Context: an optimization exercise on an open-source flow, tuned for small area, a short achievable clock period and few clock cycles. The choices shown serve that exercise and are no tape-out recipe. RTL that was checked went through simulation tests only; none was proved equivalent to the original. Power and IR drop assume default switching activity.

==> flow/design.v <==
module circle_control(input logic clk, input logic rst_n, input logic [2:0] colour,
                      input logic [7:0] centre_x, input logic [6:0] centre_y, input logic [7:0] diameter,
                      input logic start, output logic done,
                      output logic [7:0] vga_x, output logic [6:0] vga_y,
                      output logic [2:0] vga_colour, output logic vga_plot);
     function automatic logic [9:0] fadd(input logic [9:0] x, input logic [9:0] y, input logic c);
          logic [9:0] p, g, gg, pp;
          p = x ^ y;
          g = x & y;
          g[0] = g[0] | (p[0] & c);
          pp = p;
          for (int l = 0; l < 4; l++) begin
               for (int i = 9; i >= 0; i--) begin
                    if (((i >> l) & 1) == 1) begin
                         g[i]  = g[i] | (pp[i] & g[((i >> l) << l) - 1]);
                         pp[i] = pp[i] & pp[((i >> l) << l) - 1];
                    end
               end
          end
          fadd[0] = p[0] ^ c;
          for (int i = 1; i < 10; i++) fadd[i] = p[i] ^ g[i - 1];
     endfunction
     function automatic logic fcmp(input logic [7:0] x, input logic [7:0] y, input logic c);
          logic [9:0] s;
          s = fadd({2'b00, x}, {2'b00, ~y}, c);
          fcmp = s[8];
     endfunction
     function automatic logic [18:0] fadd19(input logic [18:0] x, input logic [18:0] y);
          logic [18:0] p, g, pp;
          p = x ^ y;
          g = x & y;
          pp = p;
          for (int l = 0; l < 5; l++) begin
               for (int i = 18; i >= 0; i--) begin
                    if (((i >> l) & 1) == 1) begin
                         g[i]  = g[i] | (pp[i] & g[((i >> l) << l) - 1]);
                         pp[i] = pp[i] & pp[((i >> l) << l) - 1];
                    end
               end
          end
          fadd19[0] = p[0];
          for (int i = 1; i < 19; i++) fadd19[i] = p[i] ^ g[i - 1];
     endfunction
     function automatic logic [37:0] csa19(input logic [18:0] x, input logic [18:0] y, input logic [18:0] z);
          logic [18:0] sm, cy;
          sm = x ^ y ^ z;
          cy = ((x & y) | (x & z) | (y & z)) << 1;
          csa19 = {cy, sm};
     endfunction
     logic start_r, start_rr;
     logic [7:0] d_r, cx_r;
     logic [6:0] cy_r;
     always_ff @(posedge clk) begin
          start_r    <= start;
          start_rr   <= start_r;
          d_r        <= diameter;
          cx_r       <= centre_x;
          cy_r       <= centre_y;
          vga_colour <= colour;
     end
     logic [18:0] dz, m6, m3;
     logic [37:0] a6, b6, a3, b3;
     assign dz = {11'd0, d_r};
     assign a6 = csa19(dz << 8, dz << 5, dz << 3);
     assign b6 = csa19(a6[18:0], a6[37:19], dz + 19'd510);
     assign m6 = fadd19(b6[18:0], b6[37:19]);
     assign a3 = csa19(dz << 10, dz << 7, dz << 5);
     assign b3 = csa19(a3[18:0], a3[37:19], dz + 19'd1019);
     assign m3 = fadd19(b3[18:0], b3[37:19]);
     logic [6:0] dh_c;                                
     assign dh_c = d_r[7:1] + {6'd0, d_r[0]};
     logic [9:0] x1_c, x2_c;
     assign x1_c = fadd({2'b00, cx_r}, {3'b000, dh_c}, 1'b0);
     assign x2_c = fadd({2'b00, cx_r}, ~{3'b000, dh_c}, 1'b1);
     logic [6:0] k6;
     logic [7:0] k3;
     logic [6:0] dh;
     logic       d0;       
     logic [8:0] x1;       
     logic [7:0] x2;       
     logic       en2;      
     always_ff @(posedge clk) begin
          k6  <= m6[16:10];
          k3  <= m3[18:11];
          dh  <= dh_c;
          d0  <= (d_r == 8'd0);
          x1  <= x1_c[8:0];
          x2  <= x2_c[7:0];
          en2 <= !x2_c[9] && (cx_r != 8'd0);
     end
     logic [9:0] y1_c, y3_c, kk_c;
     assign y1_c = fadd({3'b000, cy_r}, {3'b000, k6}, 1'b0);
     assign y3_c = fadd({3'b000, cy_r}, ~{2'b00, k3}, 1'b1);
     assign kk_c = fadd({3'b000, k6}, {2'b00, k3}, 1'b0);
     logic [7:0] y1;       
     logic [6:0] y3;       
     logic       en3;      
     logic [7:0] kk;       
     always_ff @(posedge clk) begin
          y1  <= y1_c[7:0];
          y3  <= y3_c[6:0];
          en3 <= !y3_c[9];
          kk  <= kk_c[7:0];
     end
     logic [7:0] ox, oy;
     logic [9:0] crit;      
     logic [8:0] dd;        
     logic [9:0] cx10, y110, y310;
     assign cx10 = {2'b00, cx_r};
     assign y110 = {2'b00, y1};
     assign y310 = {3'b000, y3};
     logic [9:0] ox10, oy10;
     assign ox10 = {2'b00, ox};
     assign oy10 = {2'b00, oy};
     logic [9:0] xa1, xb1, xa2, xb2, x3a, x3b, ya, yb, y3x;
     assign xa1 = fadd({1'b0, x1}, ~ox10, 1'b1);
     assign xb1 = fadd({1'b0, x1}, ~oy10, 1'b1);
     assign xa2 = fadd({2'b00, x2}, ox10, 1'b0);
     assign xb2 = fadd({2'b00, x2}, oy10, 1'b0);
     assign x3a = fadd(d0 ? {3'b000, cy_r} : cx10, oy10, 1'b0);
     assign x3b = fadd(cx10, ~oy10, 1'b1);
     assign ya  = fadd(y110, ~oy10, 1'b1);
     assign yb  = fadd(y110, ~ox10, 1'b1);
     assign y3x = fadd(y310, ox10, 1'b0);
     function automatic logic in159(input logic [9:0] v);    
          in159 = !v[9] && (v[8:0] != 9'd0) && (v[8:0] <= 9'd159);
     endfunction
     function automatic logic in119(input logic [9:0] v);    
          in119 = !v[9] && (v[8:0] != 9'd0) && (v[8:0] <= 9'd119);
     endfunction
     logic eq, ax, oxgt, oxge, oygt, oyge, oxk;
     assign eq   = (dd == 9'd0);
     assign ax   = (oy == 8'd0);
     assign oxgt = fcmp(ox, {1'b0, dh}, 1'b0);
     assign oxge = fcmp(ox, {1'b0, dh}, 1'b1);
     assign oygt = fcmp(oy, {1'b0, dh}, 1'b0);
     assign oyge = fcmp(oy, {1'b0, dh}, 1'b1);
     assign oxk  = fcmp(ox, kk, 1'b0);
     logic ya_ok, yb_ok, y3x_ok;
     assign ya_ok  = in119(ya);
     assign yb_ok  = in119(yb);
     assign y3x_ok = en3 && (y3x <= 10'd99) && oxk;
     logic [6:0] cand;
     assign cand[0] = in159(xa1) && oxgt && ya_ok;
     assign cand[1] = in159(xb1) && oygt && yb_ok && !eq;
     assign cand[2] = en2 && (xa2 <= 10'd159) && oxge && ya_ok && !(eq && !ax);
     assign cand[3] = en2 && (xb2 <= 10'd159) && oyge && yb_ok && !ax;
     assign cand[4] = !d0 && (x3a <= 10'd159) && (x3a != 10'd0) && y3x_ok && !eq;
     assign cand[5] = in159(x3b) && y3x_ok && !ax;
     assign cand[6] = d0 && in159(xa1) && (x3a <= 10'd99) && !ax && !eq;
     logic cpos, lval;
     assign cpos = !crit[9];
     assign lval = dd[8] || eq;                       
     logic [9:0] c1, c2;
     assign c1 = fadd(crit, {1'b0, oy, 1'b1}, 1'b0);                        
     assign c2 = fadd(crit, {dd, 1'b1}, 1'b0);                             
     logic [6:0] cr;        
     logic [7:0] oxc, oyc;
     logic busy;
     logic [6:0] sel;       
     assign sel = cr & ~{cr[5:0] | {cr[4:0], 1'b0} | {cr[3:0], 2'b0} | {cr[2:0], 3'b0} |
                         {cr[1:0], 4'b0} | {cr[0], 5'b0}, 1'b0};
     logic adv;
     assign adv = ((cr & ~sel) == 7'd0);
     logic [7:0] xbase, xoff, ybase, yoff;
     logic xs, ys, uox;
     assign uox   = sel[0] | sel[2] | sel[6];           
     assign xs    = sel[0] | sel[1] | sel[5] | sel[6];
     assign ys    = sel[0] | sel[1] | sel[2] | sel[3];
     assign xbase = ({8{sel[0] | sel[1]}} & x1[7:0]) | ({8{sel[2] | sel[3]}} & x2) |
                    ({8{sel[4] | sel[5] | sel[6]}} & cx_r);
     assign ybase = ys ? y1 : {1'b0, y3};
     assign xoff  = uox ? oxc : oyc;
     assign yoff  = uox ? oyc : oxc;
     logic [9:0] pxs, pys;
     assign pxs = fadd({2'b00, xbase ^ {8{xs}}}, {2'b00, xoff}, 1'b0);
     assign pys = fadd({2'b00, ybase ^ {8{ys}}}, {2'b00, yoff}, 1'b0);
     always_ff @(posedge clk) begin
          if (!start_r) begin
               ox   <= d_r;
               oy   <= 8'd0;
               crit <= 10'd0 - {2'b00, d_r};
               dd   <= 9'd0 - {1'b0, d_r};
          end else if (!start_rr || (busy && adv && lval)) begin
               ox   <= cpos ? ox - 8'd1 : ox;
               oy   <= oy + 8'd1;
               crit <= cpos ? c2 : c1;
               dd   <= (d0 && ax) ? 9'h102 : dd + (cpos ? 9'd2 : 9'd1);
          end
          if (!start_rr) begin
               cr   <= cand;
               oxc  <= ox;
               oyc  <= oy;
               busy <= 1'b1;
          end else if (busy) begin
               if (adv) begin
                    cr   <= cand;
                    oxc  <= ox;
                    oyc  <= oy;
                    busy <= lval;
               end else begin
                    cr <= cr & ~sel;
               end
          end
          vga_x    <= pxs[7:0] ^ {8{xs}};
          vga_y    <= pys[6:0] ^ {7{ys}};
          vga_plot <= rst_n && start && start_rr && busy && (cr != 7'd0);
          if (!rst_n || !start) done <= 1'b0;
          else if (start_rr && busy && adv && !lval) done <= 1'b1;
     end
endmodule
module reuleaux(input logic clk, input logic rst_n, input logic [2:0] colour,
                input logic [7:0] centre_x, input logic [6:0] centre_y, input logic [7:0] diameter,
                input logic start, output logic done,
                output logic [7:0] vga_x, output logic [6:0] vga_y,
                output logic [2:0] vga_colour, output logic vga_plot);
     circle_control u_ctl(.clk(clk), .rst_n(rst_n), .colour(colour), .centre_x(centre_x),
                          .centre_y(centre_y), .diameter(diameter), .start(start), .done(done),
                          .vga_x(vga_x), .vga_y(vga_y), .vga_colour(vga_colour), .vga_plot(vga_plot));
endmodule
clock: 10.0 ns
lec_check: 0
cap_margin: 20
core_margin: 2
core_utilization: 40
slew_margin: 20
run.sh (not shown) runs the stock make flow with config.mk's settings and CLKGATE_MAP_FILE= SYNTH_SCRIPT=/design/flow/synth_recipe.tcl, a recipe that flattens the netlist after the stock synthesis.
==> next run, changes <==
--- a/flow/design.v
+++ b/flow/design.v
@@ -56,20 +56,17 @@
           d_r        <= diameter;
           cx_r       <= centre_x;
           cy_r       <= centre_y;
           vga_colour <= colour;
      end
      logic [18:0] dz, m6, m3;
-     logic [37:0] a6, b6, a3, b3;
-     assign dz = {11'd0, d_r};
-     assign a6 = csa19(dz << 8, dz << 5, dz << 3);
-     assign b6 = csa19(a6[18:0], a6[37:19], dz + 19'd510);
-     assign m6 = fadd19(b6[18:0], b6[37:19]);
-     assign a3 = csa19(dz << 10, dz << 7, dz << 5);
-     assign b3 = csa19(a3[18:0], a3[37:19], dz + 19'd1019);
-     assign m3 = fadd19(b3[18:0], b3[37:19]);
+     logic [18:0] s296;
+     assign dz   = {11'd0, d_r};
+     assign s296 = (dz << 8) + (dz << 5) + (dz << 3);
+     assign m6   = s296 + dz + 19'd510;
+     assign m3   = (s296 << 2) + dz + 19'd1019;
      logic [6:0] dh_c;                                
      assign dh_c = d_r[7:1] + {6'd0, d_r[0]};
      logic [9:0] x1_c, x2_c;
      assign x1_c = fadd({2'b00, cx_r}, {3'b000, dh_c}, 1'b0);
      assign x2_c = fadd({2'b00, cx_r}, ~{3'b000, dh_c}, 1'b1);
      logic [6:0] k6;
Outcome: The new run completed without violations; die area came out higher slightly; utilization barely changes; via count came out higher by a few percent; synthesized area came out higher slightly; cell area came out higher by a few percent; total power hardly moves; final cell count came out higher by a few percent; register-to-register slack gains 0.57 ns.
Testbench counts after the change, summed over its fixed seeds: cycles 17,484.
The RTL of the first run of this note was laid out without a check of its function.

[afterwards: timing with drivers on the ports]
In the flow no input, the clock included, has a driving cell. The finished layouts below were timed again as built, in two steps.
Step 1, drivers: a clkbuf_16 drives clk and a buf_2 each remaining input, both assumed.
Step 2 adds t to the input delays and takes it off the output delays; t is the mean of the earliest and latest rising clock arrival at the registers after step 1. Input paths then give back, and output paths get back, about the clock's delay inside the block.
a / b / c = no drivers / after step 1 / after step 2; a / b = the first two.
| run | t (ns) | setup WS [ns] | worst data-port slew with drivers (ns) |
|---|---|---|---|
| the first run | 0.491 | 5.545 / 5.545 / 5.545 | 0.04 |
| the second run | 0.491 | 6.114 / 6.114 / 6.114 | 0.03 |
After both steps every run listed still meets setup and hold.
